Context: an optimization exercise on an open-source flow, tuned for small area, a short achievable clock period and few clock cycles per item. The choices shown serve that exercise and are no tape-out recipe.
In this exercise RTL edits were held to simulation tests only and were not proved equivalent to the original.
No activity file was given, so power comes from the tool's default toggle rates.

==> inputs of v17 <==
==> flow/design.v (excerpt) <==
module distri_sketch_top#(
    parameter               HW  =   5,
                            DW  =   16
    )(
    input                   clk,
    input                   rst,
    input                   insert_i,
    input   [DW-1:0]        insert_id_i,
    input   [DW-1:0]        insert_latency_i,
    input   [DW-1:0]        insert_freq_th_i,
    output                  insert_end_o,
    input                   search_i,
    input   [DW-1:0]        search_id_i,
    input   [DW-1:0]        search_quantile_i,
    output  [DW-1:0]        search_latency_o,
    output                  search_end_o
);
  function [31:0] nextCRC32_D32;
    input [31:0] Data;
    input [31:0] crc;
    reg [31:0] d;
    reg [31:0] c;
    reg [31:0] newcrc;
  begin
    d = Data;
    c = crc;
    newcrc[0] = d[31] ^ d[30] ^ d[29] ^ d[28] ^ d[26] ^ d[25] ^ d[24] ^ d[16] ^ d[12] ^ d[10] ^ d[9] ^ d[6] ^ d[0] ^ c[0] ^ c[6] ^ c[9] ^ c[10] ^ c[12] ^ c[16] ^ c[24] ^ c[25] ^ c[26] ^ c[28] ^ c[29] ^ c[30] ^ c[31];
    newcrc[1] = d[28] ^ d[27] ^ d[24] ^ d[17] ^ d[16] ^ d[13] ^ d[12] ^ d[11] ^ d[9] ^ d[7] ^ d[6] ^ d[1] ^ d[0] ^ c[0] ^ c[1] ^ c[6] ^ c[7] ^ c[9] ^ c[11] ^ c[12] ^ c[13] ^ c[16] ^ c[17] ^ c[24] ^ c[27] ^ c[28];
    newcrc[2] = d[31] ^ d[30] ^ d[26] ^ d[24] ^ d[18] ^ d[17] ^ d[16] ^ d[14] ^ d[13] ^ d[9] ^ d[8] ^ d[7] ^ d[6] ^ d[2] ^ d[1] ^ d[0] ^ c[0] ^ c[1] ^ c[2] ^ c[6] ^ c[7] ^ c[8] ^ c[9] ^ c[13] ^ c[14] ^ c[16] ^ c[17] ^ c[18] ^ c[24] ^ c[26] ^ c[30] ^ c[31];
    newcrc[3] = d[31] ^ d[27] ^ d[25] ^ d[19] ^ d[18] ^ d[17] ^ d[15] ^ d[14] ^ d[10] ^ d[9] ^ d[8] ^ d[7] ^ d[3] ^ d[2] ^ d[1] ^ c[1] ^ c[2] ^ c[3] ^ c[7] ^ c[8] ^ c[9] ^ c[10] ^ c[14] ^ c[15] ^ c[17] ^ c[18] ^ c[19] ^ c[25] ^ c[27] ^ c[31];
    newcrc[4] = d[31] ^ d[30] ^ d[29] ^ d[25] ^ d[24] ^ d[20] ^ d[19] ^ d[18] ^ d[15] ^ d[12] ^ d[11] ^ d[8] ^ d[6] ^ d[4] ^ d[3] ^ d[2] ^ d[0] ^ c[0] ^ c[2] ^ c[3] ^ c[4] ^ c[6] ^ c[8] ^ c[11] ^ c[12] ^ c[15] ^ c[18] ^ c[19] ^ c[20] ^ c[24] ^ c[25] ^ c[29] ^ c[30] ^ c[31];
  ...
make LEC_CHECK=0 ABC_CLOCK_PERIOD_IN_PS=3000 CAP_MARGIN=20 CORE_MARGIN=2 CORE_UTILIZATION=55 CTS_CLUSTER_DIAMETER=100 CTS_CLUSTER_SIZE=30 PLACE_DENSITY=0.7 SETUP_SLACK_MARGIN=5 SLEW_MARGIN=20 finish   # period 9.5 ns
run.sh (not shown) runs the stock make flow with config.mk's settings and CLKGATE_MAP_FILE= SYNTH_SCRIPT=/design/flow/synth_recipe.tcl, a recipe that flattens the netlist after the stock synthesis.
==> v6 (differences from v17) <==
ABC_AREA = 1   (was unset)
CAP_MARGIN = 0   (was 20)
CTS_CLUSTER_DIAMETER = 80   (was 100)
CTS_CLUSTER_SIZE = 24   (was 30)
SLEW_MARGIN = 0   (was 20)
==> results.sh <==
export IMPL_status="finished clean"
export IMPL_grt_max_degree=74
export IMPL_ctsResizeCount=304
export IMPL_use_met2_pct=51.4
export IMPL_gr_usage_met1_pct=48.3
export IMPL_fin_worst_skew_ps=61.0
export IMPL_grt_antenna_before_repair=25
export IMPL_crit_cells=10
export IMPL_fill_cells=23078
export IMPL_final_common_cell="nand2_1"
export IMPL_powerComb_w=0.0129
export IMPL_r2r_slack_ps=4980
export IMPL_cp_slowest_cell="ha_1"
export IMPL_reg2reg_from="a3b[2]"
The numbers above come from v6.

==> results.sh <==
export IMPL_status="finished clean"
export IMPL_cp_slowest_cell="dfxtp_4"
export IMPL_fin_worst_skew_ps=110
export IMPL_grt_max_degree=99
export IMPL_fill_cells=21807
export IMPL_ctsResizeCount=572
export IMPL_reg2reg_from="r2B[3]"
export IMPL_powerComb_w=0.0118
export IMPL_crit_cells=21
export IMPL_gr_usage_met1_pct=51.3
export IMPL_r2r_slack_ps=4730
The numbers above come from v17.

Testbench counts of v17, summed over its fixed seeds: cycles 5,058, items 3,840.
Testbench counts of v6, summed over its fixed seeds: cycles 5,058, items 3,840.

==> wip/garnet: inputs <==
Starting RTL as in the previous note.
export LEC_CHECK = 0
export ABC_CLOCK_PERIOD_IN_PS = 3000
export CAP_MARGIN = 0
export CORE_MARGIN = 2
export CORE_UTILIZATION = 55
export CTS_CLUSTER_DIAMETER = 80
export CTS_CLUSTER_SIZE = 24
export PLACE_DENSITY = 0.7
export SETUP_SLACK_MARGIN = 5
export SLEW_MARGIN = 0
create_clock -name core_clock -period 9.5 [get_ports {clk}]
==> wip/ember (differences from wip/garnet) <==
--- a/flow/config.mk
+++ b/flow/config.mk
@@ -5,7 +5,7 @@
 export SDC_FILE = /design/flow/constraint.sdc
 export NUM_CORES = 4
 export LEC_CHECK = 0
-export ABC_CLOCK_PERIOD_IN_PS = 3000
+export ABC_AREA = 1
 export CAP_MARGIN = 0
 export CORE_MARGIN = 2
 export CORE_UTILIZATION = 55
==> summary of the runs <==
- wip/ember ran to the end with no violations. wip/garnet completed without violations.
- Between wip/ember and wip/garnet, the lower register-to-register slack is in wip/garnet (gap 0.33 ns).
- Of wip/ember and wip/garnet, wip/garnet has the higher design area (gap 1.5%, measured against wip/garnet).
- Wire length: wip/ember is lower than wip/garnet (12%).
- In wip/ember the sequential power is higher than in wip/garnet, by about 2%.
- Against wip/garnet, the final cell count of wip/ember is higher by 16%.
- Between wip/garnet and wip/ember, the lower fmax is in wip/garnet (gap about 7%, measured against wip/ember).
- Of wip/ember and wip/garnet, wip/ember has the higher total power (gap 3.1%, measured against wip/garnet).
- In flip-flop and latch count, wip/garnet and wip/ember do not differ.
- Clock power is about the same in wip/ember and wip/garnet.
- In wip/garnet the synthesized area is lower than in wip/ember, by 0.51%.
==> figures <==
Run status: wip/garnet finished clean; wip/ember finished clean
Post-synthesis average cell area: wip/garnet 14.4 um2; wip/ember 12.0 um2
Initial cell density of the core: wip/garnet 55.3%; wip/ember 55.1%
Worst reg2reg path endpoint: wip/garnet res[8]$_SDFFE_PP0P_; wip/ember row[31].s3b[1]$_DFFE_PP_
Setup slack on the worst flop-to-flop path: wip/garnet 4.65 ns; wip/ember 4.98 ns
Net switching fraction of the power: wip/garnet 33.1%; wip/ember 34.8%
Final core utilization: wip/garnet 62.9%; wip/ember 61.5%
GRT Overall Usage: wip/garnet 39.1%; wip/ember 34.3%
Setup slack of the critical path after layout: wip/garnet 4.65 ns; wip/ember 4.98 ns
Power Dens Cells: wip/garnet 231 nW/um2; wip/ember 241 nW/um2
HPWL reported at the end of detailed placement: wip/garnet 377 mm; wip/ember 343 mm
Final-layout non-clock buffer area share: wip/garnet 4.91%; wip/ember 3.68%
Sum of routed wire segments on met1: wip/garnet 214 mm; wip/ember 203 mm
Taps Inserted: wip/garnet 3958; wip/ember 3978
Pin count of the biggest net entering global routing: wip/garnet 99; wip/ember 74
Post-place instance area: wip/garnet 174000 um2; wip/ember 174000 um2
Number of antenna violations at the first check in global routing: wip/garnet 36; wip/ember 25
Final worst-path cycle share: wip/garnet 51.1%; wip/ember 47.6%
Clock distribution area overhead in the final layout: wip/garnet 3.32%; wip/ember 3.28%
Pint: wip/garnet 29.1 mW; wip/ember 29.3 mW
Biggest fanout along the worst timing path: wip/garnet 9; wip/ember 32
Ratio of cells with drive above 1 in the final layout: wip/garnet 18.3%; wip/ember 13.3%
Testbench counts of wip/garnet, summed over its fixed seeds: cycles 5,058, items 3,840.
Testbench counts of wip/ember, summed over its fixed seeds: cycles 5,058, items 3,840.

==> static timing again, ports no longer ideal <==
In the flow no input, the clock included, has a driving cell. The finished layouts below were timed again as built, in two steps.
Step 1 sets driving cells, clkbuf_16 on the clock port and buf_2 on the other inputs (assumed; they add their load-dependent delay and slew).
Step 2 moves the port delays by t, midway between the first and last clock arrival at a register: inputs arrive t later, outputs are due t later. That takes back most of the time a late clock gives input paths.
Slacks: ideal ports / drivers / drivers and shift; pairs: ideal ports / drivers.
run | shift t [ns] | setup slack, ns | worst setup path at the end | worst slew at a driven data input, ns
v17 | 1.030 | 4.728 / 4.728 / 3.703 | input to register | 0.24
v6 | 1.039 | 4.976 / 4.976 / 4.140 | input to register | 0.31
wip/garnet | 1.052 | 4.648 / 4.648 / 3.717 | input to register | 0.21
wip/ember | 1.039 | 4.976 / 4.976 / 4.140 | input to register | 0.31
After both steps setup and hold are still met in every run listed. For v17, which loses most, drivers alone change the setup slack by 0.000 ns; drivers and shift together by -1.025 ns.
